This is an optimization exercise on Yosys and OpenROAD, whose aim is small area, not a production implementation. Where RTL was checked, it was by simulation tests only, not by an equivalence proof against the original. No driver is modelled on the clock port, so clocking that relies on it looks cheaper here than on a real chip. Power figures rest on the tool's default switching activity, not on a simulated workload.

==> module uart_rx, before the edit <==
module uart_rx(
	input clk,
	input rst_n,
	input uart_rx,
	input clk_bps,
	input at_436,
	output bps_start,
	output [7:0] rx_data,
	output rx_done
    );
reg [2:0] q;
wire neg_uart_rx = q[2];
always @(posedge clk or negedge rst_n) begin
	if (!rst_n)
		q <= 3'b000;
	else
		q <= {~uart_rx & q[1] & ~q[0], q[0] & (uart_rx | q[1]), uart_rx};
end
reg rx_int;
reg sr0;
reg [8:1] srs;
localparam [8:1] SRINV = 8'b10110100;
wire [8:1] sr = srs ^ SRINV;
wire last = sr0 & at_436;
always @(posedge clk or negedge rst_n) begin
	if (!rst_n)
		rx_int <= 1'b0;
	else if (neg_uart_rx)
		rx_int <= 1'b1;
	else if (last)
		rx_int <= 1'b0;
end
always @(posedge clk or negedge rst_n) begin
	if (!rst_n)
		sr0 <= 1'b1;
	else if (clk_bps)
		sr0 <= sr[1] & ~sr0;
end
always @(posedge clk) begin
	if (clk_bps)
		srs <= (sr0 ? 8'b1000_0000 : {uart_rx, sr[8:2]}) ^ SRINV;
end
assign bps_start = rx_int;
assign rx_data = sr[8:1];
assign rx_done = last & ~neg_uart_rx;
endmodule
Settings: LEC_CHECK=0, CAP_MARGIN=20, CORE_MARGIN=2, CORE_UTILIZATION=40, SLEW_MARGIN=20; clock period 10.0 ns.
standard.sh (not shown) runs the stock make flow with config.mk's settings and CLKGATE_MAP_FILE= SYNTH_SCRIPT=/design/flow/synth_recipe.tcl, a recipe that flattens the netlist after the stock synthesis.
==> flow/flow/run.sh <==
#!/bin/bash
# The standard layout, with four changes: ABC maps the logic for area, the
# port buffers are the smallest buffer cell, CTS adds no dummy loads and
# builds the tree of small buffers, and after CTS fix_clk.tcl makes the
# leaf buffers stronger only where a flip-flop clock pin would see a slow
# edge (and the root buffer, which drives only buffers, smaller).
set -euo pipefail
here=$(pwd)
export AREA_ABC_SCRIPT=$here/flow/abc.script
export BUFFER_PORTS_ARGS="-buffer_cell sky130_fd_sc_hd__buf_1"
export CTS_ARGS="-sink_clustering_enable -repair_clock_nets -dont_use_dummy_load -root_buf sky130_fd_sc_hd__clkbuf_4 -buf_list sky130_fd_sc_hd__clkbuf_4"
export POST_CTS_TCL=$here/flow/fix_clk.tcl
export CLK_SLEW_TARGET=0.115
export CLK_BUF_BIG=sky130_fd_sc_hd__clkbuf_8
export CLK_ROOT_BUF=sky130_fd_sc_hd__clkbuf_1
bash standard.sh SYNTH_SCRIPT=$here/flow/synth.tcl finish > make_finish.log 2>&1
Other scripts of this flow, unchanged in this note and not shown: flow/flow/abc.script, flow/flow/fix_clk.tcl, flow/flow/synth.tcl
Edit:
--- a/flow/design.v
+++ b/flow/design.v
@@ -56,13 +56,11 @@
 	else
 		q <= {~uart_rx & q[1] & ~q[0], q[0] & (uart_rx | q[1]), uart_rx};
 end
 reg rx_int;
 reg sr0;
-reg [8:1] srs;
-localparam [8:1] SRINV = 8'b10110100;
-wire [8:1] sr = srs ^ SRINV;
+reg [8:1] sr;
 wire last = sr0 & at_436;
 always @(posedge clk or negedge rst_n) begin
 	if (!rst_n)
 		rx_int <= 1'b0;
 	else if (neg_uart_rx)
@@ -76,11 +74,11 @@
 	else if (clk_bps)
 		sr0 <= sr[1] & ~sr0;
 end
 always @(posedge clk) begin
 	if (clk_bps)
-		srs <= (sr0 ? 8'b1000_0000 : {uart_rx, sr[8:2]}) ^ SRINV;
+		sr <= sr0 ? 8'b1000_0000 : {uart_rx, sr[8:2]};
 end
 assign bps_start = rx_int;
 assign rx_data = sr[8:1];
 assign rx_done = last & ~neg_uart_rx;
 endmodule
What happened: The changed run completed without violations. Clock power fell by a little under a tenth. Worst setup slack improved by 0.0030 ns. Sequential cell count stays the same. Power falls by a little under a tenth. Hold slack stays flat. Global-route usage came out lower by 0.47 points. Synthesized cell count rose by a few percent. Via count grows slightly. Area after synthesis increases slightly. Routed wire length goes down by a few percent. Cell count climbs slightly.
Only the layout flow was run in the second run of this note; the RTL was not checked for function there.


The RTL this note starts from:
==> flow/design.v <==
module speed_rx(
	input clk,
	input bps_start,
	output clk_bps,
	output at_436
    );
localparam [9:0] INV = 10'b1110100010;
localparam [9:0] LOAD = 10'b0001100011;	 
localparam [9:0] G = 10'b0011100110;	 
localparam [9:0] J = 10'b0000100000;	 
localparam [9:0] JUMP = 10'b0000101000;	 
reg [9:0] t;
wire [9:0] s = t ^ INV;
assign clk_bps = ~s[0] & ~s[1] & s[2] & ~s[4] & ~s[5] & ~s[6] & ~s[7] & ~s[8];
assign at_436 = ~s[0] & ~s[1] & ~s[2] & s[3] & ~s[4] & ~s[6] & ~s[8] & ~s[9];
wire [9:0] shifted = {s[8:0], s[6] ^ s[9]};
wire [9:0] counted = clk_bps ? (shifted & ~J) | (JUMP & J) : shifted;
wire [9:0] s_next = bps_start ? counted : (counted & ~G) | (LOAD & G);
always @(posedge clk)
	t <= s_next ^ INV;
endmodule
module speed_tx(
	input clk,
	input bps_start,
	output clk_bps
    );
localparam [9:0] INV = 10'b0011000100;
localparam [9:0] LOAD = 10'b0011000000;	 
localparam [9:0] G = 10'b0101000100;	 
localparam [9:0] J = 10'b0100001000;	 
localparam [9:0] JUMP = 10'b0000100001;	 
reg [9:0] t;
wire [9:0] s = t ^ INV;
assign clk_bps = ~s[0] & ~s[1] & s[2] & ~s[3] & s[4] & ~s[5] & ~s[6] & s[7] & ~s[8];
wire [9:0] shifted = {s[8:0], s[2] ^ s[9]};
wire [9:0] counted = clk_bps ? (shifted & ~J) | (JUMP & J) : shifted;
wire [9:0] s_next = bps_start ? counted : (counted & ~G) | (LOAD & G);
always @(posedge clk)
	t <= s_next ^ INV;
endmodule
module uart_rx(
	input clk,
	input rst_n,
	input uart_rx,
	input clk_bps,
	input at_436,
	output bps_start,
	output [7:0] rx_data,
	output rx_done
    );
reg [2:0] q;
wire neg_uart_rx = q[2];
always @(posedge clk or negedge rst_n) begin
	if (!rst_n)
		q <= 3'b000;
	else
		q <= {~uart_rx & q[1] & ~q[0], q[0] & (uart_rx | q[1]), uart_rx};
end
reg rx_int;
reg sr0;
reg [8:1] srs;
localparam [8:1] SRINV = 8'b10110100;
wire [8:1] sr = srs ^ SRINV;
wire last = sr0 & at_436 & rx_int;
always @(posedge clk or negedge rst_n) begin
	if (!rst_n)
		rx_int <= 1'b0;
	else if (neg_uart_rx)
		rx_int <= 1'b1;
	else if (last)
		rx_int <= 1'b0;
end
always @(posedge clk or negedge rst_n) begin
	if (!rst_n)
		sr0 <= 1'b1;
	else if (clk_bps & rx_int)
		sr0 <= sr[1] & ~sr0;
end
always @(posedge clk) begin
	if (clk_bps)
		srs <= (sr0 ? 8'b1000_0000 : {uart_rx, sr[8:2]}) ^ SRINV;
end
assign bps_start = rx_int;
assign rx_data = sr[8:1];
assign rx_done = last & ~neg_uart_rx;
endmodule
module uart_tx(
	input clk,
	input rst_n,
	input clk_bps,
	input [7:0] rx_data,
	input [12:0] x_axis,
	input [12:0] y_axis,
	input [12:0] z_axis,
	input rx_done,
	output uart_tx,
	output bps_start
    );
reg [1:0] d;
wire go = d[1] & ~d[0];
always @(posedge clk or negedge rst_n) begin
	if (!rst_n)
		d <= 2'b00;
	else
		d <= {d[0], rx_done | (d[0] & ~d[1])};
end
wire cmd = ~rx_data[7] & rx_data[6] & rx_data[4] & rx_data[3] & ~rx_data[2];
wire sx = cmd & ~rx_data[1] & ~rx_data[0];
wire sy = cmd & ~rx_data[1] & rx_data[0];
wire sz = cmd & rx_data[1] & ~rx_data[0];
wire sxl = sx & rx_data[5], syl = sy & rx_data[5], szl = sz & rx_data[5];
wire sxh = sx & ~rx_data[5], syh = sy & ~rx_data[5], szh = sz & ~rx_data[5];
wire [7:0] lo = (x_axis[7:0] & {8{sxl}}) | (y_axis[7:0] & {8{syl}}) | (z_axis[7:0] & {8{szl}});
wire [4:0] hi = (x_axis[12:8] & {5{sxh}}) | (y_axis[12:8] & {5{syh}}) | (z_axis[12:8] & {5{szh}});
wire [7:0] reply = lo | {{3{hi[4]}}, hi};
reg [7:0] tx_data;
always @(posedge clk) begin
	if (go)
		tx_data <= reply;
end
reg [3:0] m;
reg uart_tx_r;
wire idle = m[3] & ~m[1] & m[0];	 
wire p = clk_bps & ~idle;
always @(posedge clk or negedge rst_n) begin
	if (!rst_n) begin
		m <= 4'd9;
		uart_tx_r <= 1'b1;
	end else begin
		if (go & idle)
			m <= 4'd15;
		else if (p)
			m <= m + 1'b1;
		if (p)
			uart_tx_r <= m[3] ? ~m[0] : tx_data[m[2:0]];
	end
end
assign uart_tx = uart_tx_r;
assign bps_start = ~idle;
endmodule
module uart_axis_bridge(
	input clk,
	input rst_n,
	input uart_rx,
	input [12:0] x_axis,
	input [12:0] y_axis,
	input [12:0] z_axis,
	output uart_tx
    );
wire bps_start1,bps_start2;
wire clk_bps1,clk_bps2;
wire at_436_1;
wire [7:0] rx_data;
wire rx_done;
speed_rx speed_rx(
	.clk(clk),
	.bps_start(bps_start1),
	.clk_bps(clk_bps1),
	.at_436(at_436_1)
);
uart_rx rx_i(
	.clk(clk),
	.rst_n(rst_n),
	.uart_rx(uart_rx),
	.clk_bps(clk_bps1),
	.at_436(at_436_1),
	.bps_start(bps_start1),
	.rx_data(rx_data),
	.rx_done(rx_done)
);
speed_tx speed_tx(
	.clk(clk),
	.bps_start(bps_start2),
	.clk_bps(clk_bps2)
);
uart_tx tx_i(
	.clk(clk),
	.rst_n(rst_n),
	.clk_bps(clk_bps2),
	.rx_data(rx_data),
	.x_axis(x_axis),
	.y_axis(y_axis),
	.z_axis(z_axis),
	.rx_done(rx_done),
	.uart_tx(uart_tx),
	.bps_start(bps_start2)
);
endmodule
==> flow/config.mk <==
export PLATFORM = sky130hd
export DESIGN_NAME = uart_axis_bridge
export DESIGN_NICKNAME = uart_axis_bridge
export VERILOG_FILES = /design/flow/design.v
export SDC_FILE = /design/flow/constraint.sdc
export NUM_CORES = 4
export LEC_CHECK = 0
export CAP_MARGIN = 20
export CORE_MARGIN = 2
export CORE_UTILIZATION = 55
export PLACE_DENSITY = 0.7
export SLEW_MARGIN = 20
==> flow/constraint.sdc <==
create_clock -name core_clock -period 10.0 [get_ports {clk}]
set_input_delay 2.0000 -clock core_clock [delete_from_list [all_inputs] [get_ports {clk}]]
set_output_delay 2.0000 -clock core_clock [all_outputs]
set_load 0.01 [all_outputs]
==> flow/flow/run.sh <==
#!/bin/bash
# The standard layout, with four changes: ABC maps the logic for area, the
# port buffers are the smallest buffer cell, CTS adds no dummy loads and
# builds the tree of small buffers, and after CTS fix_clk.tcl makes the
# leaf buffers stronger only where a flip-flop clock pin would see a slow
# edge (and the root buffer, which drives only buffers, smaller).
set -euo pipefail
here=$(pwd)
export AREA_ABC_SCRIPT=$here/flow/abc.script
export BUFFER_PORTS_ARGS="-buffer_cell sky130_fd_sc_hd__buf_1"
export CTS_ARGS="-sink_clustering_enable -repair_clock_nets -dont_use_dummy_load -root_buf sky130_fd_sc_hd__clkbuf_4 -buf_list sky130_fd_sc_hd__clkbuf_4"
export POST_CTS_TCL=$here/flow/fix_clk.tcl
export CLK_SLEW_TARGET=0.122
export CLK_BUF_BIG=sky130_fd_sc_hd__clkbuf_8
export CLK_ROOT_BUF=sky130_fd_sc_hd__clkbuf_1
bash standard.sh SYNTH_SCRIPT=$here/flow/synth.tcl finish > make_finish.log 2>&1
Other scripts of this flow, unchanged in this note and not shown: flow/flow/abc.script, flow/flow/fix_clk.tcl, flow/flow/synth.tcl
Change:
--- a/flow/design.v
+++ b/flow/design.v
@@ -59,11 +59,11 @@
 reg rx_int;
 reg sr0;
 reg [8:1] srs;
 localparam [8:1] SRINV = 8'b10110100;
 wire [8:1] sr = srs ^ SRINV;
-wire last = sr0 & at_436 & rx_int;
+wire last = sr0 & at_436;
 always @(posedge clk or negedge rst_n) begin
 	if (!rst_n)
 		rx_int <= 1'b0;
 	else if (neg_uart_rx)
 		rx_int <= 1'b1;
@@ -71,11 +71,11 @@
 		rx_int <= 1'b0;
 end
 always @(posedge clk or negedge rst_n) begin
 	if (!rst_n)
 		sr0 <= 1'b1;
-	else if (clk_bps & rx_int)
+	else if (clk_bps)
 		sr0 <= sr[1] & ~sr0;
 end
 always @(posedge clk) begin
 	if (clk_bps)
 		srs <= (sr0 ? 8'b1000_0000 : {uart_rx, sr[8:2]}) ^ SRINV;
@@ -119,21 +119,20 @@
 		tx_data <= reply;
 end
 reg [3:0] m;
 reg uart_tx_r;
 wire idle = m[3] & ~m[1] & m[0];	 
-wire p = clk_bps & ~idle;
 always @(posedge clk or negedge rst_n) begin
 	if (!rst_n) begin
 		m <= 4'd9;
 		uart_tx_r <= 1'b1;
 	end else begin
 		if (go & idle)
 			m <= 4'd15;
-		else if (p)
+		else if (clk_bps)
 			m <= m + 1'b1;
-		if (p)
+		if (clk_bps)
 			uart_tx_r <= m[3] ? ~m[0] : tx_data[m[2:0]];
 	end
 end
 assign uart_tx = uart_tx_r;
 assign bps_start = ~idle;
Outcome:
- cell area goes down by about 0.37%
- synthesized cell count falls by 2.6%
- non-clock buffer count drops by 1
- routed wire length went down by 4.2%
- sequential share of layout area goes up by 0.22 points
- via count went down by about 1.1%
- maximum frequency went up by about 1.6%
- hold slack is about the same
- clock-buffer cell count does not change
- power went up by about 6%
- synthesized area went down by 0.35%
- critical path depth stays the same
- global-route usage came out higher by 0.21 points

==> afterwards: timing with drivers on the ports <==
No port has a modelled driver above. Below, the same layouts with a new extraction and two added sets of constraints.
Step 1 sets driving cells, clkbuf_16 on the clock port and buf_2 on the other inputs (assumed; they add their load-dependent delay and slew).
Step 2 times the ports against the registers' clock, not the clock port: input delays grow and output delays shrink by t, the midpoint of the rising clock arrivals with the driver on.
a / b / c = no drivers / after step 1 / after step 2; a / b = the first two.
| run | t (ns) | setup slack, ns | hold WS [ns] |
|---|---|---|---|
| the first run of note 1 | 0.534 | 6.815 / 6.791 / 6.977 | 0.357 / 0.357 / 0.357 |
| the second run of note 1 | 0.510 | 6.818 / 6.796 / 6.925 | 0.354 / 0.354 / 0.354 |
| the first run of note 2 | 0.475 | 6.870 / 6.848 / 6.953 | 0.358 / 0.358 / 0.358 |
| the second run of note 2 | 0.436 | 6.918 / 6.894 / 6.971 | 0.358 / 0.358 / 0.358 |
After both steps every run listed still meets setup and hold.
